Source: an optimization exercise on an open RTL-to-GDS flow (aim: small area and a short achievable clock period). Production flows keep margins and buffers that such runs may drop.
The RTL was checked by simulation tests, not by an equivalence proof against the original design.
Power is estimated from default activity; no workload was simulated.

===== flow/run.sh =====
#!/bin/bash
# synth_recipe.tcl (not shown) runs the flow's synth.tcl, then flattens the netlist and writes it again
# the make line also repeats each setting of config.mk as NAME=value (left out here)
make -C /OpenROAD-flow-scripts/flow DESIGN_CONFIG=/design/flow/config.mk WORK_HOME=/design/flow/orfs CLKGATE_MAP_FILE= SYNTH_SCRIPT=/design/flow/synth_recipe.tcl finish

===== flow/config.mk =====
export PLATFORM = sky130hd
export DESIGN_NAME = EX
export DESIGN_NICKNAME = EX
export VERILOG_FILES = /design/flow/design.v
export SDC_FILE = /design/flow/constraint.sdc
export NUM_CORES = 4
export LEC_CHECK = 0
export CAP_MARGIN = 20
export CORE_MARGIN = 2
export CORE_UTILIZATION = 40
export SLEW_MARGIN = 20

===== flow/constraint.sdc =====
create_clock -name core_clock -period 5.2 [get_ports {clk}]
set_input_delay 1.0400 -clock core_clock [delete_from_list [all_inputs] [get_ports {clk}]]
set_output_delay 1.0400 -clock core_clock [all_outputs]
set_load 0.01 [all_outputs]

===== flow/design.v =====
module EX (
    input clk,
    input rst_n,
    input en,
    input stage_ID_EX__EX_regwrite,
    input stage_ID_EX__EX_memtoreg,
    input stage_ID_EX__EX_memread,
    input stage_ID_EX__EX_memwrite,
    input stage_ID_EX__EX_alusrc,
    input [1:0] stage_ID_EX__EX_aluop,
    input stage_ID_EX__EX_regdst,
    input stage_ID_EX__EX_sys_en,
    input [31:0]stage_ID_EX__EX_rs_data,
    input [31:0]stage_ID_EX__EX_rt_data,
    input [4:0]stage_ID_EX__EX_rs_id,
    input [4:0]stage_ID_EX__EX_rt_id,
    input [4:0]stage_ID_EX__EX_rd_id,
    input [31:0]stage_ID_EX__EX_sign_ext,
    input [2:0]stage_ID_EX__EX_funct3,
    input sys__EX_done,
    output reg stage_EX_MEM__MEM_regwrite,
    output reg stage_EX_MEM__MEM_memtoreg,
    output reg stage_EX_MEM__MEM_memread,
    output reg stage_EX_MEM__MEM_memwrite,
    output reg [31:0] stage_EX_MEM__MEM_alures,
    output reg [31:0] stage_EX_MEM__MEM_store_data,
    output reg [4:0]  stage_EX_MEM__MEM_rd_id,
    output EX__HDUbr_regwrite,
    output EX__HDU_memread,
    output [4:0] EX__HDU_HDUbr_rd_id,
    output EX_stall_for_sys,
    input  FU__EX_rs_wb,
    input  FU__EX_rs_mem,
    input  FU__EX_rt_wb,
    input  FU__EX_rt_mem,
    input [31:0]  WB__EX_for_help,
    input [31:0]  MEM__EX_for_help
);
wire [31:0] rs = FU__EX_rs_mem ? MEM__EX_for_help :
                 (FU__EX_rs_wb ? WB__EX_for_help : stage_ID_EX__EX_rs_data);
wire [31:0] rt = FU__EX_rt_mem ? MEM__EX_for_help :
                 (FU__EX_rt_wb ? WB__EX_for_help : stage_ID_EX__EX_rt_data);
wire [31:0] b  = stage_ID_EX__EX_alusrc ? stage_ID_EX__EX_sign_ext : rt;
wire [4:0] op = {stage_ID_EX__EX_aluop, stage_ID_EX__EX_funct3};
wire op_add = (op == 5'b00000) | (op == 5'b01000);
wire op_sub = (op == 5'b10000);
wire op_sll = (op == 5'b01001);
wire op_srl = (op == 5'b01101);
wire op_sra = (op == 5'b10101);
wire op_xor = (op == 5'b01100);
wire op_or  = (op == 5'b01110);
wire op_and = (op == 5'b01111);
wire ld   = rst_n & en;           
wire s_p  = ld & (op_add | op_sub | op_xor | op_or);
wire s_g  = ld & (op_or | op_and);
wire s_c  = ld & (op_add | op_sub);
wire s_sr = ld & (op_srl | op_sra);
wire s_sl = ld & op_sll;
wire s_h  = rst_n & ~en;          
wire        sub = stage_ID_EX__EX_aluop[1];
wire [31:0] bx  = b ^ {32{sub}};
wire [31:0] p   = rs ^ bx;
wire [31:0] g   = rs & bx;
wire [31:0] G0 = {g[31:1], g[0] | (p[0] & sub)};
wire [31:0] P0 = p;
wire [31:0] G1, P1, G2, P2, G3, P3, G4, P4, G5, P5;
genvar i;
generate
  for (i = 0; i < 32; i = i + 1) begin : up
    if (i % 2 == 1) begin : l1
      assign G1[i] = G0[i] | (P0[i] & G0[i-1]);
      assign P1[i] = P0[i] & P0[i-1];
    end else begin : l1n
      assign G1[i] = G0[i];
      assign P1[i] = P0[i];
    end
    if (i % 4 == 3) begin : l2
      assign G2[i] = G1[i] | (P1[i] & G1[i-2]);
      assign P2[i] = P1[i] & P1[i-2];
    end else begin : l2n
      assign G2[i] = G1[i];
      assign P2[i] = P1[i];
    end
    if (i % 8 == 7) begin : l3
      assign G3[i] = G2[i] | (P2[i] & G2[i-4]);
      assign P3[i] = P2[i] & P2[i-4];
    end else begin : l3n
      assign G3[i] = G2[i];
      assign P3[i] = P2[i];
    end
    if (i % 16 == 15) begin : l4
      assign G4[i] = G3[i] | (P3[i] & G3[i-8]);
      assign P4[i] = P3[i] & P3[i-8];
    end else begin : l4n
      assign G4[i] = G3[i];
      assign P4[i] = P3[i];
    end
    if (i == 31) begin : l5
      assign G5[i] = G4[i] | (P4[i] & G4[i-16]);
      assign P5[i] = P4[i] & P4[i-16];
    end else begin : l5n
      assign G5[i] = G4[i];
      assign P5[i] = P4[i];
    end
  end
endgenerate
wire [31:0] D4, D3, D2, D1;
generate
  for (i = 0; i < 32; i = i + 1) begin : dn
    if (i == 23) begin : d4
      assign D4[i] = G5[i] | (P5[i] & G5[15]);
    end else begin : d4n
      assign D4[i] = G5[i];
    end
    if (i % 8 == 3 && i > 8) begin : d3
      assign D3[i] = D4[i] | (P5[i] & D4[i-4]);
    end else begin : d3n
      assign D3[i] = D4[i];
    end
    if (i % 4 == 1 && i > 4) begin : d2
      assign D2[i] = D3[i] | (P5[i] & D3[i-2]);
    end else begin : d2n
      assign D2[i] = D3[i];
    end
    if (i % 2 == 0 && i > 1) begin : d1
      assign D1[i] = D2[i] | (P0[i] & D2[i-1]);
    end else begin : d1n
      assign D1[i] = D2[i];
    end
  end
endgenerate
wire [31:0] c = {D1[30:0], sub};
wire [31:0] al = (p & {32{s_p}}) ^ ((g & {32{s_g}}) | (c & {32{s_c}}));
wire [31:0] rs_rev;
generate
  for (i = 0; i < 32; i = i + 1) begin : rv
    assign rs_rev[i] = rs[31-i];
  end
endgenerate
wire [31:0] x    = op_sll ? rs_rev : rs;
wire        fill = op_sra & rs[31];
wire [4:0]  sh   = b[4:0];
wire [31:0] x1 = sh[0] ? {fill, x[31:1]}            : x;
wire [31:0] x2 = sh[1] ? {{2{fill}}, x1[31:2]}      : x1;
wire [31:0] x3 = sh[2] ? {{4{fill}}, x2[31:4]}      : x2;
wire [31:0] x4 = sh[3] ? {{8{fill}}, x3[31:8]}      : x3;
wire [31:0] y  = sh[4] ? {{16{fill}}, x4[31:16]}    : x4;
wire [31:0] y_rev;
generate
  for (i = 0; i < 32; i = i + 1) begin : yr
    assign y_rev[i] = y[31-i];
  end
endgenerate
wire [31:0] alu_d = al | (y & {32{s_sr}}) | (y_rev & {32{s_sl}}) |
                    (stage_EX_MEM__MEM_alures & {32{s_h}});
reg curr_state;
assign EX_stall_for_sys = curr_state ? ~sys__EX_done : stage_ID_EX__EX_sys_en;
always @(posedge clk) begin
    curr_state <= rst_n & EX_stall_for_sys;
end
wire [4:0] rd_sel = stage_ID_EX__EX_regdst ? stage_ID_EX__EX_rd_id : stage_ID_EX__EX_rt_id;
always @(posedge clk) begin
    stage_EX_MEM__MEM_alures <= alu_d;
end
always @(posedge clk) begin
    if (!rst_n) begin
        stage_EX_MEM__MEM_regwrite <= 0;
        stage_EX_MEM__MEM_memtoreg <= 0;
        stage_EX_MEM__MEM_memread <= 0;
        stage_EX_MEM__MEM_memwrite <= 0;
        stage_EX_MEM__MEM_store_data <= 0;
        stage_EX_MEM__MEM_rd_id <= 0;
    end else if (en) begin
        stage_EX_MEM__MEM_regwrite <= ~EX_stall_for_sys & stage_ID_EX__EX_regwrite;
        stage_EX_MEM__MEM_memtoreg <= ~EX_stall_for_sys & stage_ID_EX__EX_memtoreg;
        stage_EX_MEM__MEM_memread  <= ~EX_stall_for_sys & stage_ID_EX__EX_memread;
        stage_EX_MEM__MEM_memwrite <= ~EX_stall_for_sys & stage_ID_EX__EX_memwrite;
        stage_EX_MEM__MEM_store_data <= rt;
        stage_EX_MEM__MEM_rd_id      <= rd_sel;
    end
end
assign EX__HDU_HDUbr_rd_id = rd_sel;
assign EX__HDU_memread = stage_ID_EX__EX_memread;
assign EX__HDUbr_regwrite = stage_ID_EX__EX_regwrite;
endmodule

==> impl_metrics.tcl, run 1 <==
set metrics [dict create \
    outcome "no timing/DRC/antenna violations" \
    async_reset_ff_share_pct 0 \
    timing.setup.tns_ns 0 \
    cts_tree "yes" \
    p_per_area_nw_per_um2 213 \
    post_drt_wl_per_cell_um 21.7 \
    cp.arrival_ns 4.95 \
    crit_type "primary input to flop" \
    final_antenna_net_count 0 \
    syn_area_um2 9070 \
    layout.cells.non_filler 1764 \
    yosys-top-cells-area "dfxtp_1 (16%), mux2i_1 (14%), nand2_1 (7.3%)" \
    drc 0 \
    drive_gt1_share_pct 10.3 \
    final_nets 1701 \
    worst_pin_slew_ns 1.17 \
    hp-class "flop to flop" \
    synth_fa_ha_area_share_pct 4.41 \
    rows 55 \
    diodes 0 \
    place_hpwl_um 31000 \
    synth_edf_count 0 \
    post-cts-setup-buffer-count 0 \
    finalWirelength_um 38300 \
    synth_top_cells_by_count "nand2_1 (176), mux2i_1 (125), a21oi_1 (89)" \
    crit_top_cell "o21ai_0" \
    yosys_register_bits 74 \
    via_count 10305 \
    num-fill-cells 2191 \
    maxSlewHeadroom_pct 21.3 \
    post_cts_resized 0 \
    clk_latency_ns 0.35 \
    rsz0062_at_grt "false" \
    synth_top_family_by_area "compound AO/OA/AOI/OAI gates" \
    path_max_fanout 18 \
    synth_compound_area_share_pct 26.5 \
    grt_use_total_pct 31.6 \
    htree_levels 3 \
    startpoint_type "primary input" \
    clkTransAtPathRegs_ns 0.07 \
    peakVddDrop_mv 0.163 \
    first_global_vias 10027 \
    gr-total-overflow 0 \
    finClkSkew_ns 0.00152 \
    post-route-min-period_ns 4.71 \
    ys.flop_type "dfxtp_1" \
    seq_area_um2 1480 \
    crit_required_ns 5.44 \
    synthToLayoutAreaGrowth_pct 38.7 \
    syn_area_per_cell_um2 7.43 \
    synthXorXnorAreaFrac_pct 5.98 \
    start_util_pct 40.4 \
    netlist.area_leader.share_pct 16.3 \
    hold_viol 0 \
    syn_nets 1448 \
    cpPeakStageDelay_ns 0.40 \
    worstPathCellList "buf_2, buf_12, mux2i_1, nor2_1, a21oi_1, o21ai_0, xor2_1, ha_1, a21oi_1, o21ai_0, o21ai_0, a211oi_2, o211ai_1, a211oi_1, o21ai_0, mux2_2, a211o_1" \
    maxSlewViolCount 0 \
    grt_max_degree 61 \
    hold_buffers 0 \
    ys_warn_count 1 \
    synth_cell_types 67 \
    viasPerCell 5.84 \
    clk_path_buf_depth 2 \
    synth_cells 1221 \
    first_pass_iters 5 \
    cap_violations 0 \
    place.gp.congestion 0.964 \
    yosysMostFrequentCell "nand2_1" \
    synthMuxAreaShare_pct 23.3 \
    dp.cells 1748 \
    cts_buffers 9 \
    grt_pass1_wl_um 58400 \
    cp_slowest_cell "a211oi_1" \
    multi_input_area_um2 7040 \
    yosysTopAreaCell "dfxtp_1" \
    finalCritPeriodShare_pct 90.6 \
    io_buffers 270 \
    antenna_found_initial 0 \
    seq_area_frac_synth_pct 16.3 \
    ios 276 \
    p_leak_nw 5.14 \
    finalSetupViolations 0 \
    clock-sinks 74 \
    synth-simple-area-share_pct 17.0 \
    drtIter0Drc 800 \
    core_area_um2 22400 \
    endpoint_kind "flop" \
    fmax_ghz 0.212 \
    root_buffer "clkbuf_16" \
    timing.hold.ws_ns 0.484 \
    dieArea_um2 23900 \
    die_h_um 155 \
    die_w_um 155 \
]
## worst paths after layout
path | start | end | slack (ns) | cells past startpoint
min reg2reg | stage_EX_MEM__MEM_memwrite | stage_EX_MEM__MEM_memwrite | 0.48 | 1
max | FU__EX_rt_wb | stage_EX_MEM__MEM_alures[30] | 0.49 | 17
min | stage_EX_MEM__MEM_memwrite | stage_EX_MEM__MEM_memwrite | 0.48 | 1
max reg2reg | curr_state | stage_EX_MEM__MEM_regwrite | 4.21 | 4
## layout make-up
cell class / instances / area share, %
tap: 285 / 2.83
clock buffer: 10 / 1.90
timing repair buffer: 331 / 25.2
multi-input combinational: 1005 / 56.0
inverter: 53 / 1.58
sequential: 74 / 11.8
clock inverter: 6 / 0.775
## registers in the layout (all words and copies together) (netlist names)
name,flops
stage_EX_MEM__MEM_regwrite,1
curr_state,1
stage_EX_MEM__MEM_memtoreg,1
stage_EX_MEM__MEM_memwrite,1
stage_EX_MEM__MEM_alures,32
stage_EX_MEM__MEM_memread,1
stage_EX_MEM__MEM_rd_id,5
stage_EX_MEM__MEM_store_data,32
## worst max-delay path: cells and delay by family
family                     cells  cell delay, ns
and+or+nand+nor                1            0.06
AOI/OAI and AO/OA             10            2.37
muxes                          2            0.50
buffers and inverters          2            0.41
xor gates and xnor gates       1            0.17
adders and majority gates      1            0.37
## per-stage QoR
step | area (um2) | utilization (%) | setup WS [ns] | power [mW]
6_report | 12600 | 56.1 | 0.491 | 2.68
2_1_floorplan | 9070 | - | 0.374 | 1.39
4_1_cts | 12600 | 56.1 | 0.571 | 2.67
3_3_place_gp | 12200 | 54.6 | 0.249 | 1.93
5_1_grt | 12600 | 56.1 | 0.191 | 2.81
3_5_place_dp | 12200 | 54.6 | 0.227 | 1.93
## placed cells by master, fill, tap and decap left out, types with 9 or more instances in the layout
master / n
a21o_1: 11
a21oi_1: 89
a22o_1: 16
a22oi_1: 19
and2_1: 10
buf_4: 58
clkbuf_16: 9
clkdlybuf4s50_1: 264
dfxtp_1: 74
ha_1: 32
inv_1: 52
mux2_1: 16
mux2_2: 50
mux2i_1: 125
nand2_1: 176
nand3_1: 17
nor2_1: 72
nor2b_1: 34
o211ai_1: 12
o21a_1: 9
o21ai_0: 84
o21ai_1: 26
o22ai_1: 13
xnor2_1: 22
xor2_1: 40
## routing by layer
layer  GRT usage, %  share of wire (%)  vias to the layer above
met5              0                  0                        -
met4           8.42                2.2                        0
met3           5.30                6.9                       43
met2           55.7                 49                      394
met1           39.8                 42                     4922
li1               -                  -                     4946
## report_power, final
part           internal (mW)  switching (mW)
Sequential             0.607          0.0230
Combinational          0.590           0.727
Clock                  0.441           0.291
## kinds of logic after synthesis
group / after synthesis
mux: 197
buf+inv: 142
simple gates: 347
compound gates: 367
flops: 74
fa+ha+maj: 32
xor+xnor: 62
==> run 2, diff against run 1 <==
==> flow/flow/run.sh (new file) <==
#!/bin/bash
# Standard layout, but buffer the ports with the smallest buffer cell.
set -o pipefail
bash standard.sh BUFFER_PORTS_ARGS="-buffer_cell sky130_fd_sc_hd__buf_1" finish > flow_standard.log 2>&1
==> flow/standard.sh (new file) <==
#!/bin/bash
# synth_recipe.tcl (not shown) runs the flow's synth.tcl, then flattens the netlist and writes it again
# the make line also repeats each setting of config.mk as NAME=value (left out here)
make -C /OpenROAD-flow-scripts/flow DESIGN_CONFIG=/design/flow/config.mk WORK_HOME=/design/flow/orfs CLKGATE_MAP_FILE= SYNTH_SCRIPT=/design/flow/synth_recipe.tcl "${@:-finish}"
removed: flow/run.sh
==> impl_metrics.tcl, run 2 <==
set metrics [dict create \
    post_cts_resized 0 \
    outcome "no timing/DRC/antenna violations" \
    clkTransAtPathRegs_ns 0.07 \
    startpoint_type "primary input" \
    grt_pass1_wl_um 55800 \
    synth_fa_ha_area_share_pct 4.41 \
    synth_cell_types 67 \
    drive_gt1_share_pct 9.98 \
    clock-sinks 74 \
    hold_viol 0 \
    seq_area_frac_synth_pct 16.3 \
    synth_cells 1221 \
    first_pass_iters 6 \
    worst_pin_slew_ns 1.03 \
    finalCritPeriodShare_pct 89.2 \
    antenna_found_initial 0 \
    worstHoldPathCells 1 \
    placed_area_um2 10500 \
    rows 55 \
    ios 276 \
    yosys-top-cells-area "dfxtp_1 (16%), mux2i_1 (14%), nand2_1 (7.3%)" \
    synthXorXnorAreaFrac_pct 5.98 \
    htree_levels 3 \
    cp.arrival_ns 4.87 \
    async_reset_ff_share_pct 0 \
    first_global_vias 9787 \
    synth_edf_count 0 \
    hold_buffers 0 \
    post-cts-setup-buffer-count 0 \
    cap_violations 0 \
    reg2reg_from "curr_state" \
    crit_top_cell "o21ai_0" \
    fin_area_um2 10800 \
    grt_use_total_pct 30.0 \
    p_leak_nw 4.39 \
    maxSlewHeadroom_pct 31.1 \
    maxSlewViolCount 0 \
    yosysMostFrequentCell "nand2_1" \
    power_mw 2.42 \
    dieArea_um2 23900 \
    preCtsSetupSlack_ns 0.229 \
    finalSetupViolations 0 \
    place.gp.congestion 0.994 \
    synth_compound_area_share_pct 26.5 \
    io_buffers 270 \
    synth_top_cells_by_count "nand2_1 (176), mux2i_1 (125), a21oi_1 (89)" \
    post_drt_wl_per_cell_um 20.7 \
    crit_type "primary input to flop" \
    r2r_cells 4 \
    min_from "stage_EX_MEM__MEM_rd_id[0]" \
    hp-class "flop to flop" \
    clk_latency_ns 0.36 \
    endpoint_kind "flop" \
    die_h_um 155 \
    synthToLayoutAreaGrowth_pct 19.3 \
    timing.hold.ws_ns 0.472 \
    start_util_pct 40.4 \
    whs_endpoint "stage_EX_MEM__MEM_rd_id[0]" \
    cp_slowest_cell "a2111oi_0" \
    gr-total-overflow 0 \
    grt_max_degree 56 \
    clk_path_buf_depth 2 \
    root_buffer "clkbuf_16" \
    cts_buffers 9 \
    largestRegisters "stage_EX_MEM__MEM_alures: 32 flops, stage_EX_MEM__MEM_store_data: 32 flops, stage_EX_MEM__MEM_rd_id: 5 flops" \
    reg2reg_slack_ns 4.25 \
    rsz0062_at_grt "false" \
    die_w_um 155 \
    cpPeakStageDelay_ns 0.43 \
    syn_area_per_cell_um2 7.43 \
    ys_warn_count 1 \
    via_count 10256 \
    final_cell_mix "buf_1 (263), nand2_1 (176), mux2i_1 (125), a21oi_1 (89), o21ai_0 (84)" \
    core_area_um2 22400 \
    place_hpwl_um 29600 \
    synth-simple-area-share_pct 17.0 \
    viasPerCell 5.83 \
    peakVddDrop_mv 0.168 \
    cts_tree "yes" \
    crit_required_ns 5.43 \
    fmax_ghz 0.216 \
    final_antenna_net_count 0 \
    netlist.area_leader.share_pct 16.3 \
    timing.setup.tns_ns 0 \
    yosys_register_bits 74 \
    syn_nets 1448 \
    worstPathCellList "clkbuf_2, buf_12, mux2i_1, nor2_1, a21oi_1, o21ai_0, xor2_1, ha_1, nand2_1, o21ai_0, buf_4, a21oi_1, o21ai_0, o211ai_1, a2111oi_0, a211oi_1, xnor2_1, buf_4, o211ai_1" \
    path_max_fanout 27 \
    synth_top_family_by_area "compound AO/OA/AOI/OAI gates" \
    drc 0 \
    synthMuxAreaShare_pct 23.3 \
    mostFrequentLayoutCell "buf_1" \
    drtIter0Drc 767 \
    finalWirelength_um 36400 \
    p_per_area_nw_per_um2 223 \
    finClkSkew_ns 0.000575 \
    syn_area_um2 9070 \
    post-route-min-period_ns 4.64 \
    ys.flop_type "dfxtp_1" \
    diodes 0 \
    yosysTopAreaCell "dfxtp_1" \
    fin_ws_ns 0.560 \
    rr_endpoint "stage_EX_MEM__MEM_memwrite" \
    final_nets 1695 \
]
## run 2: cell counts after synthesis
No cell type changed its count.
## run 2: through the flow
stage                     util [%]  cells
final                         48.2   1758
after global routing          48.2   1758
after CTS                     48.2   1758
after detailed placement      47.0   1742
after global placement        47.0   1742
after floorplan                  -   1221
## run 2: routing by layer
layer	track usage, %	vias to the layer above	wire length (um)
li1	-	4936	-
met1	37.8	4826	15400
met2	51.5	430	17300
met3	4.82	64	2460
met4	11.1	0	1240
met5	0	-	0
## run 2: worst max path at each step
stage	startpoint	end	slack, ns	cells past startpoint
final	FU__EX_rt_wb	stage_EX_MEM__MEM_alures[29]	0.56	19
after floorplan	FU__EX_rt_wb	stage_EX_MEM__MEM_alures[30]	0.37	17
after detailed placement	FU__EX_rt_wb	stage_EX_MEM__MEM_alures[29]	0.23	16
after global placement	FU__EX_rt_wb	stage_EX_MEM__MEM_alures[29]	0.30	19
after CTS	FU__EX_rt_wb	stage_EX_MEM__MEM_alures[29]	0.61	16
after global routing	FU__EX_rt_wb	stage_EX_MEM__MEM_alures[29]	0.26	18
## run 2: logic make-up after synthesis
group / after synthesis
xor+xnor: 62
fa+ha+maj: 32
buf+inv: 142
compound gates: 367
flops: 74
mux: 197
simple gates: 347
## run 2: worst max-delay path: cells and delay by family
| family | cells | cell delay [ns] |
|---|---|---|
| AOI/OAI and AO/OA | 9 | 1.84 |
| xor gates and xnor gates | 2 | 0.45 |
| adders and majority gates | 1 | 0.37 |
| muxes | 1 | 0.21 |
| buffers and inverters | 4 | 0.83 |
| and+or+nand+nor | 2 | 0.14 |
## run 2: final cells by class
class / instances / area (um2)
flip-flops and latches: 74 / 1480
clock buffers: 9 / 225
multi-input cells: 1005 / 7040
well taps: 285 / 357
clock inverters: 7 / 61.3
fillers: 2347 / 11600
repair buffers: 325 / 1460
inverters: 53 / 199
## run 2: power breakdown
| part | internal [mW] | leakage [nW] | switching, mW |
|---|---|---|---|
| logic | 0.442 | 3.65 | 0.711 |
| registers | 0.607 | 0.606 | 0.0229 |
| clock network | 0.333 | 0.135 | 0.303 |
| total | 1.38 | 4.39 | 1.04 |
==> run 3, diff against run 2 <==
--- a/flow/config.mk
+++ b/flow/config.mk
@@ -5,6 +5,7 @@
 export SDC_FILE = /design/flow/constraint.sdc
 export NUM_CORES = 4
 export LEC_CHECK = 0
+export ABC_AREA = 1
 export CAP_MARGIN = 20
 export CORE_MARGIN = 2
 export CORE_UTILIZATION = 40
==> impl_metrics.tcl, run 3 <==
set metrics [dict create \
    cpPeakStageDelay_ns 0.61 \
    antenna_found_initial 0 \
    p_leak_nw 4.45 \
    root_buffer "clkbuf_16" \
    finalCritPeriodShare_pct 85.6 \
    reg2reg_slack_ns 4.14 \
    synth_edf_count 0 \
    synth_top_family_by_area "simple AND/OR/NAND/NOR gates" \
    path_max_fanout 16 \
    maxSlewHeadroom_pct 38.0 \
    clock-sinks 74 \
    endpoint_kind "flop" \
    cap_violations 0 \
    first_global_vias 10107 \
    rr_endpoint "stage_EX_MEM__MEM_regwrite" \
    gr-total-overflow 0 \
    drc 0 \
    outcome "no timing/DRC/antenna violations" \
    worst_pin_slew_ns 0.929 \
    synth-simple-area-share_pct 40.0 \
    dieArea_um2 22900 \
    power_mw 2.40 \
    drive_gt1_share_pct 5.25 \
    startpoint_type "primary input" \
    clk_latency_ns 0.35 \
    crit_required_ns 5.41 \
    p_per_area_nw_per_um2 238 \
    crit_buf_inv 2 \
    synth_cells 1515 \
    worstPathCellList "buf_1, clkinv_1, o21ai_0, o21ai_0, xor2_1, ha_1, a21oi_1, nor2_1, a211oi_1, nand2_1, nand2_1, nand2_1, nand2_1, nand2_1, nand2_1, nand2_1, nand2_1, nand2_1, nand2_1, nand2_1, nand2_1, nand3_1" \
    min_from "stage_EX_MEM__MEM_store_data[19]" \
    via_count 11186 \
    post-route-min-period_ns 4.45 \
    dp.cells 1991 \
    final_cell_mix "nand2_1 (523), buf_1 (268), nand3_1 (173), o21ai_0 (134), inv_1 (88)" \
    syn_area_um2 8660 \
    ios 276 \
    ys_warn_count 1 \
    synth_fa_ha_area_share_pct 4.62 \
    hold_viol 0 \
    crit_start "FU__EX_rt_mem" \
    async_reset_ff_share_pct 0 \
    whs_endpoint "stage_EX_MEM__MEM_store_data[19]" \
    crit_top_cell "nand2_1" \
    yosys_register_bits 74 \
    die_h_um 151 \
    cp.arrival_ns 4.66 \
    post_drt_wl_per_cell_um 18.7 \
    r2r_cells 4 \
    place_hpwl_um 30300 \
    first_pass_iters 5 \
    synthMuxAreaShare_pct 0.924 \
    seq_area_frac_synth_pct 17.1 \
    post_cts_resized 0 \
    finClkSkew_ns 0.00122 \
    maxSlewViolCount 0 \
    grt_max_degree 39 \
    rows 53 \
    clkTransAtPathRegs_ns 0.06 \
    synthToLayoutAreaGrowth_pct 16.6 \
    cts_tree "yes" \
    diodes 0 \
    synth_cell_types 54 \
    core_area_um2 21200 \
    hold_buffers 0 \
    cts_buffers 9 \
    finalWirelength_um 37500 \
    finalSetupViolations 0 \
    grt_use_total_pct 32.6 \
    hp-class "flop to flop" \
    grt_pass1_wl_um 56500 \
    yosysTopAreaCell "nand2_1" \
    synth_compound_area_share_pct 22.5 \
    rsz0062_at_grt "false" \
    synthXorXnorAreaFrac_pct 4.55 \
    htree_levels 3 \
    largestRegisters "stage_EX_MEM__MEM_alures: 32 flops, stage_EX_MEM__MEM_store_data: 32 flops, stage_EX_MEM__MEM_rd_id: 5 flops" \
    cpLargestDelayFamily "simple AND/OR/NAND/NOR gates" \
    viasPerCell 5.57 \
    layout.cells.non_filler 2007 \
    io_buffers 270 \
    timing.setup.tns_ns 0 \
    die_w_um 151 \
    num-fill-cells 2389 \
    start_util_pct 41.0 \
    fmax_ghz 0.225 \
    yosys-top-cells-area "nand2_1 (23%), dfxtp_1 (17%), nand3_1 (10%)" \
    netlist.area_leader.share_pct 22.7 \
    final_antenna_net_count 0 \
    peakVddDrop_mv 0.152 \
    synth_top_cells_by_count "nand2_1 (523), nand3_1 (173), o21ai_0 (135)" \
    drtIter0Drc 1238 \
    mostFrequentLayoutCell "nand2_1" \
    syn_area_per_cell_um2 5.72 \
    crit_type "primary input to flop" \
    place.gp.congestion 1.02 \
    clk_path_buf_depth 2 \
    cp_slowest_cell "o21ai_0" \
    yosysMostFrequentCell "nand2_1" \
    ys.flop_type "dfxtp_1" \
    post-cts-setup-buffer-count 0 \
    syn_nets 1742 \
    worstHoldPathCells 2 \
    reg2reg_from "curr_state" \
    final_nets 1954 \
]
[run 3: cell count changes after synthesis, sizes merged, moves of 18 or more]
cell / previous run / this run
nand3: 17 / 179
nor2b: 35 / 0
a21oi: 89 / 52
o21ai: 111 / 207
mux2: 68 / 0
mux2i: 125 / 8
xnor2: 22 / 4
buf: 36 / 55
inv: 53 / 100
nand2: 176 / 524
a22oi: 19 / 1
[run 3: cell families (layout without fill, tap and decap cells)]
family          Yosys count  in the layout
simple gates            819            819
xor+xnor                 45             45
flops                    74             74
mux                       8              8
compound gates          336            336
fa+ha+maj                32             32
buf+inv                 201            418
[run 3: how the worst max path moves through the flow]
stage,endpoint,cells past startpoint
2_1_floorplan,stage_EX_MEM__MEM_alures[31],21
3_3_place_gp,stage_EX_MEM__MEM_alures[31],22
3_5_place_dp,stage_EX_MEM__MEM_alures[31],22
4_1_cts,stage_EX_MEM__MEM_alures[31],22
5_1_grt,stage_EX_MEM__MEM_alures[31],23
6_report,stage_EX_MEM__MEM_alures[30],22
[run 3: worst min-delay path: cells and delay by family, from the launching register on]
family	cells	cell delay, ns
AOI/OAI and AO/OA	1	0.05
DFF	1	0.33
and+or+nand+nor	1	0.05
[run 3: routing by layer]
layer  part of all wire [%]  GRT usage [%]
met1                     43           44.3
met4                    3.2           10.6
met3                    8.9           5.09
met5                      0              0
met2                     45           52.9
[run 3: cell type report]
type	count	area, um2	area share [%]
multi-input combinational	1240	6310	62.4
sequential	74	1480	14.7
timing repair buffer	300	1240	12.3
clock buffer	10	229	2.27
inverter	102	393	3.89
clock inverter	6	113	1.11
tap	275	344	3.40
[run 3: power breakdown]
| group | leakage [nW] | total (mW) | switching [mW] | internal (mW) |
|---|---|---|---|---|
| sequential | 0.607 | 0.631 | 0.0238 | 0.607 |
| combinational | 3.68 | 1.02 | 0.700 | 0.315 |
| clock | 0.167 | 0.756 | 0.284 | 0.472 |
| total | 4.45 | 2.40 | 1.01 | 1.39 |
[run 3: through the flow]
stage	setup WS (ns)	instance area (um2)	hold slack, ns	utilization, %
after detailed placement	0.550	9770	0.446	46.2
after CTS	0.904	10100	0.463	47.8
after floorplan	1.35	8660	0.493	-
after global routing	0.405	10100	0.481	47.8
after global placement	0.521	9770	0.439	46.2
final	0.750	10100	0.458	47.8
==> run 4, diff against run 3 <==
--- a/flow/config.mk
+++ b/flow/config.mk
@@ -9,4 +9,5 @@
 export CAP_MARGIN = 20
 export CORE_MARGIN = 2
 export CORE_UTILIZATION = 40
+export SETUP_SLACK_MARGIN = 0.6
 export SLEW_MARGIN = 20
==> impl_metrics.tcl, run 4 <==
set metrics [dict create \
    reg2reg_from "curr_state" \
    final_nets 1958 \
    die_h_um 151 \
    fin_area_um2 10100 \
    viasPerCell 5.59 \
    worstSetupEndpoint "stage_EX_MEM__MEM_alures[31]" \
    clk_latency_ns 0.35 \
    ys_warn_count 1 \
    final_cell_mix "nand2_1 (523), buf_1 (268), nand3_1 (173), o21ai_0 (134), inv_1 (88)" \
    maxSlewHeadroom_pct 37.9 \
    gr-total-overflow 0 \
    p_leak_nw 4.47 \
    post_drt_wl_per_cell_um 18.7 \
    peakVddDrop_mv 0.153 \
    finalWirelength_um 37700 \
    syn_area_um2 8660 \
    first_global_vias 10107 \
    synth_cell_types 54 \
    crit_required_ns 5.41 \
    placed_area_um2 9770 \
    ys.flop_type "dfxtp_1" \
    die_w_um 151 \
    drc 0 \
    grt_use_total_pct 32.6 \
    finalCritPeriodShare_pct 83.4 \
    place.gp.congestion 1.02 \
    p_per_area_nw_per_um2 237 \
    clock-sinks 74 \
    maxSlewViolCount 0 \
    final_antenna_net_count 0 \
    post-route-min-period_ns 4.34 \
    syn_nets 1742 \
    drtIter0Drc 1323 \
    num-fill-cells 2386 \
    rr_endpoint "stage_EX_MEM__MEM_regwrite" \
    via_count 11242 \
    r2r_cells 4 \
    start_util_pct 41.0 \
    cap_violations 0 \
    path_max_fanout 13 \
    syn_area_per_cell_um2 5.72 \
    fmax_ghz 0.231 \
    cts_buffers 9 \
    htree_levels 3 \
    crit_type "primary input to flop" \
    clkTransAtPathRegs_ns 0.07 \
    outcome "no timing/DRC/antenna violations" \
    clk_path_buf_depth 2 \
    ios 276 \
    place_hpwl_um 30300 \
    preCtsSetupSlack_ns 0.550 \
    core_area_um2 21200 \
    hold_buffers 0 \
    synthToLayoutAreaGrowth_pct 17.1 \
    grt_pass1_wl_um 56500 \
    dieArea_um2 22900 \
    synth_cells 1515 \
    finClkSkew_ns 0.00103 \
    yosysTopAreaCell "nand2_1" \
    mostFrequentLayoutCell "nand2_1" \
    finalSetupViolations 0 \
    final_core_util_pct 48.0 \
    synth_edf_count 0 \
    async_reset_ff_share_pct 0 \
    cts_tree "yes" \
    reg2reg_slack_ns 4.14 \
    timing.setup.tns_ns 0 \
    worst_pin_slew_ns 0.931 \
    synth_top_cells_by_count "nand2_1 (523), nand3_1 (173), o21ai_0 (135)" \
    rows 53 \
    drive_gt1_share_pct 5.53 \
    seq_area_frac_synth_pct 17.1 \
    io_buffers 270 \
    root_buffer "clkbuf_16" \
    first_pass_iters 8 \
    endpoint_kind "flop" \
    antenna_found_initial 0 \
    crit_start "FU__EX_rt_mem" \
    startpoint_type "primary input" \
    yosysMostFrequentCell "nand2_1" \
    cp.arrival_ns 4.55 \
    hp-class "flop to flop" \
    largestRegisters "stage_EX_MEM__MEM_alures: 32 flops, stage_EX_MEM__MEM_store_data: 32 flops, stage_EX_MEM__MEM_rd_id: 5 flops" \
    timing.hold.ws_ns 0.459 \
    grt_max_degree 39 \
    fin_ws_ns 0.863 \
    hold_viol 0 \
    yosys_register_bits 74 \
    netlist.area_leader.share_pct 22.7 \
    rsz0062_at_grt "false" \
    yosys-top-cells-area "nand2_1 (23%), dfxtp_1 (17%), nand3_1 (10%)" \
]
run 4: cell counts after synthesis:
No cell type changed its count.
run 4: final cells by class:
class / count / area, um2 / area share (%)
diodes: 1 / 2.50 / 0.0247
clock buffers: 10 / 229 / 2.26
clock inverters: 6 / 113 / 1.11
inverters: 102 / 397 / 3.91
multi-input cells: 1240 / 6310 / 62.2
flip-flops and latches: 74 / 1480 / 14.6
well taps: 275 / 344 / 3.39
repair buffers: 304 / 1270 / 12.5
run 4: how the worst min path moves through the flow:
stage	startpoint	end	slack, ns	cells after the start
3_3_place_gp	stage_EX_MEM__MEM_store_data[19]	stage_EX_MEM__MEM_store_data[19]	0.44	2
5_1_grt	stage_EX_MEM__MEM_store_data[19]	stage_EX_MEM__MEM_store_data[19]	0.48	2
2_1_floorplan	stage_EX_MEM__MEM_store_data[10]	stage_EX_MEM__MEM_store_data[10]	0.49	2
3_5_place_dp	stage_EX_MEM__MEM_store_data[5]	stage_EX_MEM__MEM_store_data[5]	0.45	2
4_1_cts	stage_EX_MEM__MEM_store_data[5]	stage_EX_MEM__MEM_store_data[5]	0.46	2
6_report	stage_EX_MEM__MEM_store_data[19]	stage_EX_MEM__MEM_store_data[19]	0.46	2
run 4: layer usage:
| layer | track usage [%] | routed length [um] |
|---|---|---|
| met5 | 0 | 0 |
| met4 | 10.6 | 1160 |
| met3 | 5.09 | 3390 |
| met1 | 44.3 | 16200 |
| met2 | 52.9 | 17000 |
run 4: worst max-delay path, stage by stage:
cell	delay [ns]
buf_1	0.20
clkinvlp_4	0.30
buf_4	0.26
o21ai_0	0.43
o21ai_0	0.17
xor2_1	0.17
ha_1	0.36
nand2_1	0.10
nor2_1	0.05
a211oi_1	0.17
nand2_1	0.20
nand2_1	0.12
nand2_1	0.16
nand2_1	0.12
nand2_1	0.10
nand2_1	0.08
nand2_1	0.09
nand2_1	0.07
nand2_1	0.06
nand3_1	0.09
nand2_1	0.05
nand2_1	0.05
nand3_1	0.10
run 4: metrics by stage:
stage / cells / power (mW)
5_1_grt: 2011 / 2.54
6_report: 2012 / 2.41
2_1_floorplan: 1515 / 1.30
3_5_place_dp: 1991 / 1.63
3_3_place_gp: 1991 / 1.63
4_1_cts: 2007 / 2.39
run 4: repair_timing:
| item | 4_1_cts | 5_1_grt |
|---|---|---|
| buffers inserted | 0 | 4 |
| gates resized for setup | 0 | 1 |
| endpoints found under the setup margin | 0 | 14 |
run 4: logic make-up (layout without fill, tap and decap cells):
family,Yosys count,count (layout),synth area share [%]
xor gates and xnor gates,45,45,4.55
DFF,74,74,17.1
adders and majority gates,32,32,4.62
AOI/OAI and AO/OA,336,336,22.5
muxes,8,8,0.924
buffers and inverters,201,422,10.4
and+or+nand+nor,819,819,40.0
other,0,1,0
run 4: report_power, final:
| group | switching (mW) | internal (mW) | total, mW |
|---|---|---|---|
| clock | 0.284 | 0.472 | 0.757 |
| combinational | 0.703 | 0.318 | 1.02 |
| sequential | 0.0237 | 0.607 | 0.630 |
==> run 5, diff against run 4 <==
==> flow/flow/run.sh (replaced) <==
#!/bin/bash
# Standard layout with three changes: ports buffered with the smallest buffer,
# CTS without dummy loads, and power recovery (downsizing off-critical gates).
set -o pipefail
bash standard.sh \
  BUFFER_PORTS_ARGS="-buffer_cell sky130_fd_sc_hd__buf_1" \
  CTS_ARGS="-sink_clustering_enable -repair_clock_nets -dont_use_dummy_load" \
  RECOVER_POWER=100 \
  finish > flow_standard.log 2>&1
--- a/flow/config.mk
+++ b/flow/config.mk
@@ -6,8 +6,7 @@
 export NUM_CORES = 4
 export LEC_CHECK = 0
 export ABC_AREA = 1
-export CAP_MARGIN = 20
+export CAP_MARGIN = 0
 export CORE_MARGIN = 2
 export CORE_UTILIZATION = 40
-export SETUP_SLACK_MARGIN = 0.6
-export SLEW_MARGIN = 20
+export SLEW_MARGIN = 0
==> impl_metrics.tcl, run 5 <==
set metrics [dict create \
    outcome "complete, but fails checks" \
    so.violations "max-capacitance violations, max-slew violations" \
    grt_pass1_wl_um 56400 \
    worst_pin_slew_ns 1.69 \
    hp-class "flop to flop" \
    start_util_pct 41.0 \
    hold_buffers 0 \
    die_w_um 151 \
    netlist.area_leader.share_pct 22.7 \
    mostFrequentLayoutCell "nand2_1" \
    multi_input_area_um2 6290 \
    gr-total-overflow 0 \
    grt_max_degree 39 \
    peakVddDrop_mv 0.152 \
    synth_edf_count 0 \
    final_cell_mix "nand2_1 (523), buf_1 (267), nand3_1 (173), o21ai_0 (142), inv_1 (89)" \
    core_area_um2 21200 \
    p_per_area_nw_per_um2 220 \
    cpLargestDelayFamily "buffers and inverters" \
    syn_nets 1742 \
    async_reset_ff_share_pct 0 \
    clkTransAtPathRegs_ns 0.06 \
    maxSlewHeadroom_pct -13.2 \
    worstPathCellList "buf_1, clkinv_1, clkbuf_1, o211ai_1, o21ai_1, nand2_1, o21ai_2, buf_4, inv_1, nand2_1, nand2_1, a21oi_1, o21ai_0, nand2_1, nand2_1, nor2_1, nor2_1, nand3_1" \
    root_buffer "clkbuf_16" \
    synth_cell_types 54 \
    drtIter0Drc 1134 \
    diodes 0 \
    endpoint_kind "flop" \
    cts_tree "yes" \
    finClkSkew_ns 0.00108 \
    finalWirelength_um 37500 \
    final_antenna_net_count 0 \
    yosys_register_bits 74 \
    cpPeakStageDelay_ns 0.61 \
    seq_area_um2 1480 \
    syn_area_per_cell_um2 5.72 \
    seq_area_frac_synth_pct 17.1 \
    clk_latency_ns 0.35 \
    ys_warn_count 1 \
    yosysMostFrequentCell "nand2_1" \
    clk_path_buf_depth 2 \
    post_cts_resized 0 \
    post-cts-setup-buffer-count 0 \
    num-fill-cells 2403 \
    fmax_ghz 0.221 \
    maxSlewViolCount 56 \
    path_max_fanout 37 \
    antenna_found_initial 0 \
    crit_type "primary input to flop" \
    place_hpwl_um 30300 \
    yosys-top-cells-area "nand2_1 (23%), dfxtp_1 (17%), nand3_1 (10%)" \
    syn_area_um2 8660 \
    finalCritPeriodShare_pct 87.1 \
    timing.setup.tns_ns 0 \
    finalSetupViolations 0 \
    synth_cells 1515 \
    crit_top_cell "nand2_1" \
    die_h_um 151 \
    startpoint_type "primary input" \
    first_global_vias 10086 \
    crit_buf_inv 5 \
    post-route-min-period_ns 4.53 \
    drc 0 \
    cp.arrival_ns 4.73 \
    hold_viol 0 \
    fin_ws_ns 0.673 \
    preCtsSetupSlack_ns 0.550 \
    viasPerCell 5.60 \
    htree_levels 3 \
    yosysTopAreaCell "nand2_1" \
    io_buffers 270 \
    timing.hold.ws_ns 0.459 \
    synthToLayoutAreaGrowth_pct 15.0 \
    clock-sinks 74 \
    cts_buffers 9 \
    cp_slowest_cell "inv_1" \
    crit_required_ns 5.40 \
    p_leak_nw 4.38 \
    dieArea_um2 22900 \
    first_pass_iters 5 \
    rsz0062_at_grt "false" \
    rows 53 \
    ys.flop_type "dfxtp_1" \
    largestRegisters "stage_EX_MEM__MEM_alures: 32 flops, stage_EX_MEM__MEM_store_data: 32 flops, stage_EX_MEM__MEM_rd_id: 5 flops" \
    drive_gt1_share_pct 4.58 \
    post_drt_wl_per_cell_um 18.7 \
    ios 276 \
    final_nets 1954 \
    cap_violations 2 \
    via_count 11204 \
    place.gp.congestion 1.02 \
    grt_use_total_pct 32.6 \
    synth_top_cells_by_count "nand2_1 (523), nand3_1 (173), o21ai_0 (135)" \
]
## run 5: power breakdown
| part | total (mW) | internal, mW | switching, mW |
|---|---|---|---|
| sequential | 0.631 | 0.607 | 0.0239 |
| clock | 0.546 | 0.304 | 0.242 |
| combinational | 1.01 | 0.314 | 0.698 |
## run 5: worst paths after layout
check / from / endpoint / slack, ns / cells past startpoint
max: FU__EX_rt_mem / stage_EX_MEM__MEM_alures[30] / 0.67 / 18
min reg2reg: stage_EX_MEM__MEM_store_data[19] / stage_EX_MEM__MEM_store_data[19] / 0.46 / 2
max reg2reg: curr_state / stage_EX_MEM__MEM_regwrite / 4.14 / 4
min: stage_EX_MEM__MEM_store_data[19] / stage_EX_MEM__MEM_store_data[19] / 0.46 / 2
## run 5: worst reg2reg max path, stage by stage (launching register included)
cell and delay (ns):
dfxtp_1 0.31, inv_1 0.04, o21ai_0 0.21, inv_1 0.15, a32o_1 0.24
## run 5: routing by layer
metal	share of wire, %	global-route usage [%]	routed length, um
met2	45	53.1	16900
met1	43	43.9	16100
met4	2.9	9.86	1100
met5	0	0	0
met3	9.0	5.63	3370
## run 5: through the flow
stage	instances	power, mW	utilization, %	instance area, um2
2_1_floorplan	1515	1.30	-	8660
3_3_place_gp	1991	1.63	46.2	9770
3_5_place_dp	1991	1.63	46.2	9770
4_1_cts	2000	2.18	47.2	9990
5_1_grt	2000	2.33	47.1	9970
6_report	2000	2.19	47.1	9970
## run 5: cell families after synthesis
group / count (synthesis) / synth area share (%)
flops: 74 / 17.1
fa+ha+maj: 32 / 4.62
mux: 8 / 0.924
simple gates: 819 / 40.0
compound gates: 336 / 22.5
xor+xnor: 45 / 4.55
buf+inv: 201 / 10.4
## run 5: final cells by class
type	instances	share of cell area [%]
clock buffer	9	2.26
multi-input combinational	1240	63.1
tap	275	3.45
sequential	74	14.9
timing repair buffer	300	12.3
inverter	102	3.94
==> run 6, diff against run 5 <==
--- a/flow/design.v
+++ b/flow/design.v
@@ -36,10 +36,16 @@
     input [31:0]  WB__EX_for_help,
     input [31:0]  MEM__EX_for_help
 );
-wire [31:0] rs = FU__EX_rs_mem ? MEM__EX_for_help :
-                 (FU__EX_rs_wb ? WB__EX_for_help : stage_ID_EX__EX_rs_data);
-wire [31:0] rt = FU__EX_rt_mem ? MEM__EX_for_help :
-                 (FU__EX_rt_wb ? WB__EX_for_help : stage_ID_EX__EX_rt_data);
+wire rs_m = FU__EX_rs_mem;
+wire rs_w = ~FU__EX_rs_mem & FU__EX_rs_wb;
+wire rs_d = ~FU__EX_rs_mem & ~FU__EX_rs_wb;
+wire rt_m = FU__EX_rt_mem;
+wire rt_w = ~FU__EX_rt_mem & FU__EX_rt_wb;
+wire rt_d = ~FU__EX_rt_mem & ~FU__EX_rt_wb;
+wire [31:0] rs = (MEM__EX_for_help & {32{rs_m}}) | (WB__EX_for_help & {32{rs_w}}) |
+                 (stage_ID_EX__EX_rs_data & {32{rs_d}});
+wire [31:0] rt = (MEM__EX_for_help & {32{rt_m}}) | (WB__EX_for_help & {32{rt_w}}) |
+                 (stage_ID_EX__EX_rt_data & {32{rt_d}});
 wire [31:0] b  = stage_ID_EX__EX_alusrc ? stage_ID_EX__EX_sign_ext : rt;
 wire [4:0] op = {stage_ID_EX__EX_aluop, stage_ID_EX__EX_funct3};
 wire op_add = (op == 5'b00000) | (op == 5'b01000);
==> flow/flow/run.sh (replaced) <==
#!/bin/bash
# Standard layout, but buffer the ports with the smallest buffer cell.
set -o pipefail
bash standard.sh BUFFER_PORTS_ARGS="-buffer_cell sky130_fd_sc_hd__buf_1" finish > flow_standard.log 2>&1
--- a/flow/config.mk
+++ b/flow/config.mk
@@ -6,7 +6,8 @@
 export NUM_CORES = 4
 export LEC_CHECK = 0
 export ABC_AREA = 1
-export CAP_MARGIN = 0
+export CAP_MARGIN = 20
 export CORE_MARGIN = 2
 export CORE_UTILIZATION = 40
-export SLEW_MARGIN = 0
+export SETUP_SLACK_MARGIN = 2.5
+export SLEW_MARGIN = 20
==> impl_metrics.tcl, run 6 <==
set metrics [dict create \
    outcome "no timing/DRC/antenna violations" \
    synth_edf_count 0 \
    yosys_register_bits 74 \
    maxSlewHeadroom_pct 33.6 \
    viasPerCell 5.64 \
    die_h_um 150 \
    root_buffer "clkbuf_16" \
    place.gp.congestion 0.941 \
    yosysMostFrequentCell "nand2_1" \
    drtIter0Drc 1055 \
    internal-power_mw 1.47 \
    start_util_pct 40.5 \
    mostFrequentLayoutCell "nand2_1" \
    clkPwrFrac_pct 26.0 \
    met1_usage_pct 47.6 \
    async_reset_ff_share_pct 0 \
    fmax_ghz 0.282 \
    final_nets 2011 \
    synth_cells 1480 \
    synth_cell_types 56 \
    fin_area_um2 11800 \
    grt_use_total_pct 35.3 \
    synthToLayoutAreaGrowth_pct 38.3 \
    endpoint_kind "flop" \
    final_antenna_net_count 0 \
    cp_slowest_cell "ha_1" \
    post_drt_wl_per_cell_um 19.6 \
    rows 53 \
    post-route-min-period_ns 3.55 \
    place_hpwl_um 29900 \
    top_usage_layer "met2" \
    largestRegisters "stage_EX_MEM__MEM_alures: 32 flops, stage_EX_MEM__MEM_store_data: 32 flops, stage_EX_MEM__MEM_rd_id: 5 flops" \
    core_area_um2 21000 \
    die_w_um 150 \
    first_global_vias 10690 \
    crit_required_ns 5.43 \
    cts_buffers 9 \
    finClkSkew_ns 0.000799 \
    cpLargestDelayFamily "simple AND/OR/NAND/NOR gates" \
    syn_nets 1707 \
    grtUsageMet2_pct 55.8 \
    crit_buf_inv 5 \
    peakVddDrop_mv 0.143 \
    timing.hold.ws_ns 0.462 \
    first_pass_iters 6 \
    io_buffers 270 \
    cp.arrival_ns 3.78 \
    netlist.area_leader.share_pct 24.3 \
    finalWirelength_um 40500 \
    path_max_fanout 13 \
    clkTransAtPathRegs_ns 0.07 \
    syn_area_per_cell_um2 5.74 \
    ys_warn_count 1 \
    finalCritPeriodShare_pct 68.2 \
    drc 0 \
    combPwrFrac_pct 50.3 \
    finalSetupViolations 0 \
    crit_type "primary input to flop" \
    timing.setup.tns_ns 0 \
    p_per_area_nw_per_um2 224 \
    synth_top_cells_by_count "nand2_1 (549), nand3_1 (167), o21ai_0 (124)" \
    ys.flop_type "dfxtp_1" \
    placed_area_um2 9670 \
    grt_max_degree 56 \
    antenna_found_initial 0 \
    yosysTopAreaCell "nand2_1" \
    worstPathCellList "clkbuf_16, nor2_4, buf_12, buf_4, a221oi_4, o21ai_1, xor2_1, ha_1, inv_1, nor4_2, nand2_1, nand2_2, nand2_1, nand2_2, nand3_2, nand2_1, nand2_2, o21bai_4, inv_1, nand2_1, nand3_1" \
    final_cell_mix "nand2_1 (526), buf_1 (262), nand3_1 (153), inv_1 (91), o21ai_0 (78)" \
    hp-class "flop to flop" \
    htree_levels 3 \
    grt_pass1_wl_um 60500 \
    diodes 0 \
    ios 276 \
    seq_area_frac_synth_pct 17.4 \
    rsz0062_at_grt "true" \
    gr-total-overflow 0 \
    drive_gt1_share_pct 18.1 \
    syn_area_um2 8490 \
    maxSlewViolCount 0 \
    pwr-share-seq_pct 23.7 \
    clk_path_buf_depth 2 \
    p_leak_nw 5.20 \
    via_count 11650 \
    cts_tree "yes" \
    crit_top_cell "nand2_1" \
    cpPeakStageDelay_ns 0.33 \
    clock-sinks 74 \
    cap_violations 0 \
    startpoint_type "primary input" \
    use_met3_pct 6.25 \
    worst_pin_slew_ns 0.993 \
    power_switching_mw 1.17 \
    p_sw_share_pct 44.2 \
    clk_latency_ns 0.35 \
    hold_viol 0 \
    yosys-top-cells-area "nand2_1 (24%), dfxtp_1 (17%), nand3_1 (9.8%)" \
    dieArea_um2 22400 \
]
[run 6: kinds of logic (layout without fill, tap and decap cells)]
kind of cell | after synthesis | count (layout) | share of synthesized area [%]
simple gates | 812 | 815 | 40.7
xor+xnor | 43 | 43 | 4.43
mux | 11 | 11 | 1.30
buf+inv | 207 | 513 | 10.3
fa+ha+maj | 32 | 32 | 4.71
flops | 74 | 74 | 17.4
compound gates | 301 | 301 | 21.1
[run 6: cell type report]
cell class	count	area, um2
clock inverters	7	82.6
inverters	118	503
repair buffers	375	2130
repair inverters	4	33.8
fillers	2181	9200
flip-flops and latches	74	1480
clock buffers	9	225
multi-input cells	1202	6950
well taps	275	344
[run 6: repair_timing]
action | 4_1_cts | 5_1_grt
resized for setup | 189 | 79
hold buffers | 0 | 0
endpoints found under the setup margin | 32 | 37
gates cloned | 9 | 0
setup buffers | 64 | 18
pin swaps | 44 | 24
[run 6: routing by layer]
layer / vias to the layer above / wire [um]
met1: 5308 / 16800
met5: - / 0
li1: 5554 / -
met3: 112 / 3820
met4: 0 / 1850
met2: 676 / 18000
[run 6: power by group through the flow]
stage                     combinational [mW]  clock (mW)  sequential, mW
after floorplan                        0.670           0           0.652
after global placement                  1.01           0           0.638
after detailed placement                1.01           0           0.638
after CTS                               1.21       0.688           0.626
after global routing                    1.43       0.710           0.630
final                                   1.33       0.684           0.626
[run 6: tightest hold or removal path: stages, from the launching register on]
cell and delay, ns:
dfxtp_1 0.33, nand2_1 0.05, o21ai_0 0.06
[run 6: per-stage QoR]
step / utilization (%) / setup slack [ns] / std cells / power [mW]
after floorplan: - / 1.68 / 1480 / 1.32
after global placement: 46.2 / 0.840 / 1957 / 1.65
after detailed placement: 46.2 / 0.841 / 1957 / 1.65
after CTS: 54.1 / 1.68 / 2046 / 2.52
after global routing: 56.1 / 1.45 / 2064 / 2.77
final: 56.1 / 1.65 / 2064 / 2.64
[run 6: worst paths after layout]
check	end	startpoint	cells after the start	slack (ns)
hold reg to reg	stage_EX_MEM__MEM_store_data[5]	stage_EX_MEM__MEM_store_data[5]	2	0.46
setup reg to reg	stage_EX_MEM__MEM_memwrite	curr_state	4	4.15
setup / recovery	stage_EX_MEM__MEM_alures[27]	FU__EX_rt_mem	21	1.65
hold / removal	stage_EX_MEM__MEM_store_data[5]	stage_EX_MEM__MEM_store_data[5]	2	0.46
==> run 7, diff against run 6 <==
--- a/flow/config.mk
+++ b/flow/config.mk
@@ -9,5 +9,4 @@
 export CAP_MARGIN = 20
 export CORE_MARGIN = 2
 export CORE_UTILIZATION = 40
-export SETUP_SLACK_MARGIN = 2.5
 export SLEW_MARGIN = 20
==> impl_metrics.tcl, run 7 <==
set metrics [dict create \
    largestRegisters "stage_EX_MEM__MEM_alures: 32 flops, stage_EX_MEM__MEM_store_data: 32 flops, stage_EX_MEM__MEM_rd_id: 5 flops" \
    synth_cell_types 56 \
    clock-sinks 74 \
    drc 0 \
    pwr-share-seq_pct 26.9 \
    grt_max_degree 45 \
    ios 276 \
    yosys_register_bits 74 \
    timing.hold.ws_ns 0.460 \
    timing.setup.tns_ns 0 \
    yosysTopAreaCell "nand2_1" \
    syn_area_um2 8490 \
    ys.flop_type "dfxtp_1" \
    syn_nets 1707 \
    final_core_util_pct 47.2 \
    fin_ws_ns 0.951 \
    first_pass_iters 7 \
    synth_cells 1480 \
    p_sw_share_pct 44.2 \
    clk_path_buf_depth 2 \
    power_mw 2.33 \
    place_hpwl_um 28800 \
    layout.cells.non_filler 1974 \
    rows 53 \
    p_leak_nw 4.47 \
    finClkSkew_ns 0.00146 \
    met1_usage_pct 45.4 \
    worst_pin_slew_ns 0.915 \
    die_h_um 150 \
    placed_area_um2 9580 \
    maxSlewViolCount 0 \
    via_count 10885 \
    clkPwrFrac_pct 29.6 \
    cts_tree "yes" \
    async_reset_ff_share_pct 0 \
    synthToLayoutAreaGrowth_pct 16.5 \
    combPwrFrac_pct 43.5 \
    cap_violations 0 \
    endpoint_kind "flop" \
    clk_latency_ns 0.36 \
    io_buffers 270 \
    final_cell_mix "nand2_1 (549), buf_1 (267), nand3_1 (167), o21ai_0 (124), inv_1 (104)" \
    grt_pass1_wl_um 53900 \
    outcome "no timing/DRC/antenna violations" \
    dp.cells 1955 \
    viasPerCell 5.51 \
    startpoint_type "primary input" \
    hp-class "flop to flop" \
    num-fill-cells 2446 \
    mostFrequentLayoutCell "nand2_1" \
    grtUsageMet2_pct 46.6 \
    synth_top_cells_by_count "nand2_1 (549), nand3_1 (167), o21ai_0 (124)" \
    yosysMostFrequentCell "nand2_1" \
    fin_area_um2 9890 \
    dieArea_um2 22400 \
    ys_warn_count 1 \
    clkTransAtPathRegs_ns 0.07 \
    seq_area_frac_synth_pct 17.4 \
    cts_buffers 9 \
    die_w_um 150 \
    p_per_area_nw_per_um2 235 \
    syn_area_per_cell_um2 5.74 \
    first_global_vias 9545 \
    cp.arrival_ns 4.49 \
    grt_use_total_pct 31.2 \
    core_area_um2 21000 \
    power_switching_mw 1.03 \
    antenna_found_initial 5 \
    post_drt_wl_per_cell_um 18.2 \
    synth_edf_count 0 \
    rsz0062_at_grt "false" \
    drive_gt1_share_pct 4.95 \
    htree_levels 3 \
    finalCritPeriodShare_pct 81.7 \
    post-route-min-period_ns 4.25 \
    yosys-top-cells-area "nand2_1 (24%), dfxtp_1 (17%), nand3_1 (9.8%)" \
    preCtsSetupSlack_ns 0.685 \
    top_usage_layer "met2" \
    fmax_ghz 0.235 \
    netlist.area_leader.share_pct 24.3 \
    drtIter0Drc 1150 \
    gr-total-overflow 0 \
    crit_type "primary input to flop" \
    root_buffer "clkbuf_16" \
    finalWirelength_um 36000 \
    place.gp.congestion 0.986 \
    finalSetupViolations 0 \
    path_max_fanout 18 \
    peakVddDrop_mv 0.147 \
    use_met3_pct 6.46 \
    maxSlewHeadroom_pct 38.6 \
    hold_viol 0 \
    final_antenna_net_count 0 \
    crit_required_ns 5.44 \
    post_cts_resized 0 \
    internal-power_mw 1.30 \
    final_nets 1918 \
    start_util_pct 40.5 \
    hold_buffers 0 \
    post-cts-setup-buffer-count 0 \
]
## run 7: cell count changes in the layout (fill, tap and decap cells not counted), moves of 13 or more
cell / delta
buf_4: -53
nand2_2: -19
a21oi_1: +24
o21ai_1: -15
a21oi_2: -20
buf_6: -15
o21ai_0: +46
o21ai_2: -24
nand3_1: +14
inv_1: +13
nand3_2: -13
nand2_1: +23
## run 7: power groups by stage
stage	clock, mW	sequential, mW	combinational, mW
global placement	0	0.639	0.979
detailed placement	0	0.639	0.980
CTS	0.687	0.626	0.987
finish	0.688	0.626	1.01
floorplan	0	0.652	0.641
global route	0.711	0.631	1.12
## run 7: cell families (layout without fill, tap and decap cells)
family                     after synthesis  after routing  share of synthesized area, %
DFF                                     74             74                          17.4
buffers and inverters                  207            423                          10.3
xor gates and xnor gates                43             43                          4.43
adders and majority gates               32             32                          4.71
muxes                                   11             11                          1.30
and+or+nand+nor                        812            812                          40.7
AOI/OAI and AO/OA                      301            301                          21.1
other                                    0              3                             0
## run 7: layer usage
layer  up-vias  wire length [um]
li1       5350                 -
met1      4890             16200
met2       583             15400
met3        58              3490
met4         4               881
met5         -                28
## run 7: area by class of cell
| cell class | instances | area [um2] | share of cell area [%] |
|---|---|---|---|
| inverter | 118 | 443 | 4.48 |
| timing repair buffer | 289 | 1160 | 11.7 |
| clock inverter | 7 | 83.8 | 0.847 |
| tap | 275 | 344 | 3.48 |
| antenna | 3 | 7.51 | 0.0759 |
| sequential | 74 | 1480 | 15.0 |
| clock buffer | 9 | 225 | 2.28 |
| multi-input combinational | 1199 | 6150 | 62.1 |
## run 7: worst paths after layout
check / from / endpoint / slack (ns) / cells past startpoint
hold reg to reg: stage_EX_MEM__MEM_store_data[9] / stage_EX_MEM__MEM_store_data[9] / 0.46 / 2
hold / removal: stage_EX_MEM__MEM_store_data[9] / stage_EX_MEM__MEM_store_data[9] / 0.46 / 2
setup reg to reg: curr_state / stage_EX_MEM__MEM_memwrite / 4.15 / 4
setup / recovery: FU__EX_rt_mem / stage_EX_MEM__MEM_alures[31] / 0.95 / 23
## run 7: worst max-delay path: stages
cell and delay (ns):
clkbuf_2 0.20, nor2_4 0.44, buf_4 0.31, nand2_1 0.07, o211ai_1 0.10, inv_1 0.07
o21ai_0 0.26, xor2_1 0.30, ha_1 0.32, inv_1 0.12, o21bai_1 0.09, a21oi_1 0.18
nor2_1 0.06, a211oi_1 0.22, nand2_2 0.13, nand2_1 0.08, nand2_1 0.07, nand2_1 0.07
nand2_1 0.07, nand3_1 0.09, nand2_1 0.06, nand2_1 0.06, nand3_1 0.06
==> run 8, diff against run 7 <==
--- a/flow/config.mk
+++ b/flow/config.mk
@@ -9,4 +9,5 @@
 export CAP_MARGIN = 20
 export CORE_MARGIN = 2
 export CORE_UTILIZATION = 40
+export SETUP_SLACK_MARGIN = 1.5
 export SLEW_MARGIN = 20
==> impl_metrics.tcl, run 8 <==
set metrics [dict create \
    post_drt_wl_per_cell_um 19.4 \
    drc 0 \
    drtIter0Drc 1100 \
    clock-sinks 74 \
    clkTransAtPathRegs_ns 0.08 \
    fin_area_um2 10500 \
    yosys-top-cells-area "nand2_1 (24%), dfxtp_1 (17%), nand3_1 (9.8%)" \
    place_hpwl_um 29600 \
    cp_slowest_cell "ha_1" \
    ios 276 \
    core_area_um2 21000 \
    async_reset_ff_share_pct 0 \
    first_global_vias 9908 \
    worstHoldPathCells 2 \
    endpoint_kind "flop" \
    fmax_ghz 0.268 \
    finalSetupViolations 0 \
    crit_top_cell "nand2_2" \
    netlist.area_leader.share_pct 24.3 \
    dieArea_um2 22400 \
    reg2reg_slack_ns 4.18 \
    yosysTopAreaCell "nand2_1" \
    finalCritPeriodShare_pct 71.7 \
    hold_viol 0 \
    worst_pin_slew_ns 0.968 \
    via_count 11242 \
    ys_warn_count 1 \
    maxSlewHeadroom_pct 35.3 \
    synth_top_cells_by_count "nand2_1 (549), nand3_1 (167), o21ai_0 (124)" \
    die_w_um 150 \
    syn_area_um2 8490 \
    rr_endpoint "stage_EX_MEM__MEM_regwrite" \
    cts_buffers 9 \
    outcome "no timing/DRC/antenna violations" \
    yosysMostFrequentCell "nand2_1" \
    timing.setup.tns_ns 0 \
    rsz0062_at_grt "true" \
    finClkSkew_ns 0.000455 \
    drive_gt1_share_pct 9.21 \
    place.gp.congestion 0.980 \
    gr-total-overflow 0 \
    cap_violations 0 \
    path_depth 26 \
    antenna_found_initial 4 \
    final_cell_mix "nand2_1 (539), buf_1 (265), nand3_1 (167), o21ai_0 (102), inv_1 (101)" \
    crit_buf_inv 3 \
    path_max_fanout 6 \
    synthToLayoutAreaGrowth_pct 24.0 \
    p_leak_nw 4.71 \
    cpLargestDelayFamily "simple AND/OR/NAND/NOR gates" \
    clk_path_buf_depth 2 \
    viasPerCell 5.61 \
    htree_levels 3 \
    placed_area_um2 9610 \
    post-route-min-period_ns 3.73 \
    p_per_area_nw_per_um2 233 \
    root_buffer "clkbuf_16" \
    syn_area_per_cell_um2 5.74 \
    first_pass_iters 5 \
    io_buffers 270 \
    finalWirelength_um 39000 \
    r2r_cells 4 \
    final_nets 1949 \
    grt_pass1_wl_um 56700 \
    num-fill-cells 2363 \
    seq_area_frac_synth_pct 17.4 \
    hp-class "flop to flop" \
    maxSlewViolCount 0 \
    whs_endpoint "stage_EX_MEM__MEM_store_data[8]" \
    start_util_pct 40.5 \
    mostFrequentLayoutCell "nand2_1" \
    ys.flop_type "dfxtp_1" \
    synth_cell_types 56 \
    syn_nets 1707 \
    synth_edf_count 0 \
    clk_latency_ns 0.36 \
    grt_use_total_pct 33.1 \
    largestRegisters "stage_EX_MEM__MEM_alures: 32 flops, stage_EX_MEM__MEM_store_data: 32 flops, stage_EX_MEM__MEM_rd_id: 5 flops" \
    cts_tree "yes" \
    crit_required_ns 5.44 \
    hold_buffers 0 \
    yosys_register_bits 74 \
    die_h_um 150 \
    cpPeakStageDelay_ns 0.29 \
    reg2reg_from "curr_state" \
    min_from "stage_EX_MEM__MEM_store_data[8]" \
    final_antenna_net_count 0 \
    peakVddDrop_mv 0.130 \
    cp.arrival_ns 3.97 \
    startpoint_type "primary input" \
    grt_max_degree 43 \
    rows 53 \
    synth_cells 1480 \
    crit_type "primary input to flop" \
]
[run 8: cell counts after synthesis]
No cell type changed its count.
[run 8: metrics by stage]
step | hold WS (ns) | std cells | setup WS [ns] | utilization [%] | power (mW)
6_report | 0.467 | 2005 | 1.47 | 50.3 | 2.46
5_1_grt | 0.484 | 2005 | 1.29 | 50.3 | 2.59
4_1_cts | 0.467 | 1977 | 1.52 | 47.8 | 2.34
3_5_place_dp | 0.449 | 1957 | 0.915 | 45.9 | 1.64
3_3_place_gp | 0.444 | 1957 | 0.909 | 45.9 | 1.64
2_1_floorplan | 0.492 | 1480 | 1.50 | - | 1.30
[run 8: cells by family (layout without fill, tap and decap cells)]
group	count (synthesis)	after routing	share of synthesized area (%)
XOR/XNOR	43	43	4.43
buffers and inverters	207	452	10.3
flip-flops	74	74	17.4
other	0	3	0
AND/OR/NAND/NOR	812	814	40.7
AO/OA/AOI/OAI	301	301	21.1
adder cells (fa/ha/maj)	32	32	4.71
multiplexers	11	11	1.30
[run 8: layer usage]
metal	global-route usage [%]	part of all wire (%)
met2	49.7	44
met4	11.5	3.5
met5	0	0.033
met1	47.8	44
met3	5.46	8.7
[run 8: area by class of cell]
class	count	area [um2]	area share (%)
clock buffers	9	225	2.14
repair buffers	317	1530	14.5
multi-input cells	1201	6390	60.7
flip-flops and latches	74	1480	14.1
clock inverters	7	83.8	0.796
inverters	118	463	4.39
repair inverters	1	7.51	0.0713
well taps	275	344	3.27
diodes	3	7.51	0.0713
[run 8: report_power, final]
group          switching [mW]  internal [mW]
logic                   0.763          0.373
clock network           0.314          0.381
registers              0.0223          0.604
[run 8: repair_timing]
action / in CTS / in global routing
cloned: 1 / 5
pin swaps: 4 / 30
endpoints found under the setup margin: 20 / 32
gates resized for setup: 22 / 77
hold endpoints to repair: 0 / 0
buffers inserted: 3 / 20
[run 8: tightest hold or removal path: cells and delay by family (launching register included)]
family             cells  cell delay (ns)
DFF                    1             0.34
AOI/OAI and AO/OA      1             0.05
and+or+nand+nor        1             0.05
[run 8: worst max-delay path by stage]
stage                                               to     startpoint
final                     stage_EX_MEM__MEM_alures[31]  FU__EX_rt_mem
after global routing      stage_EX_MEM__MEM_alures[31]  FU__EX_rt_mem
after CTS                 stage_EX_MEM__MEM_alures[31]  FU__EX_rt_mem
after detailed placement  stage_EX_MEM__MEM_alures[31]  FU__EX_rt_mem
after global placement    stage_EX_MEM__MEM_alures[31]  FU__EX_rt_mem
after floorplan           stage_EX_MEM__MEM_alures[31]  FU__EX_rt_mem

==> port drivers added, routing unchanged <==
Ports are ideal in the flow. The routed layouts listed here were re-timed in OpenROAD.
Step 1 sets driving cells, clkbuf_16 on the clock port and buf_2 on the other inputs (assumed; they add their load-dependent delay and slew).
Step 2, shift: input delay + t, output delay - t, t = (earliest + latest rising clock arrival at the registers) / 2. This alone moves slack from input paths to output paths.
Slacks: ideal / step 1 / step 2; pairs: ideal / step 1.
run	t (ns)	slack for setup (ns)	worst slew at a driven data input, ns
run 1	0.390	0.491 / 0.511 / 0.121	0.07
run 2	0.402	0.560 / 0.578 / 0.175	0.07
run 3	0.389	0.750 / 0.752 / 0.363	0.08
run 4	0.390	0.863 / 0.863 / 0.473	0.08
run 5	0.386	0.673 / 0.674 / 0.288	0.08
run 6	0.402	1.651 / 1.649 / 1.247	0.09
run 7	0.400	0.951 / 0.975 / 0.574	0.11
run 8	0.407	1.473 / 1.475 / 1.068	0.11
For run 8, which loses most, drivers alone change the setup slack by +0.002 ns; drivers and shift together by -0.405 ns.
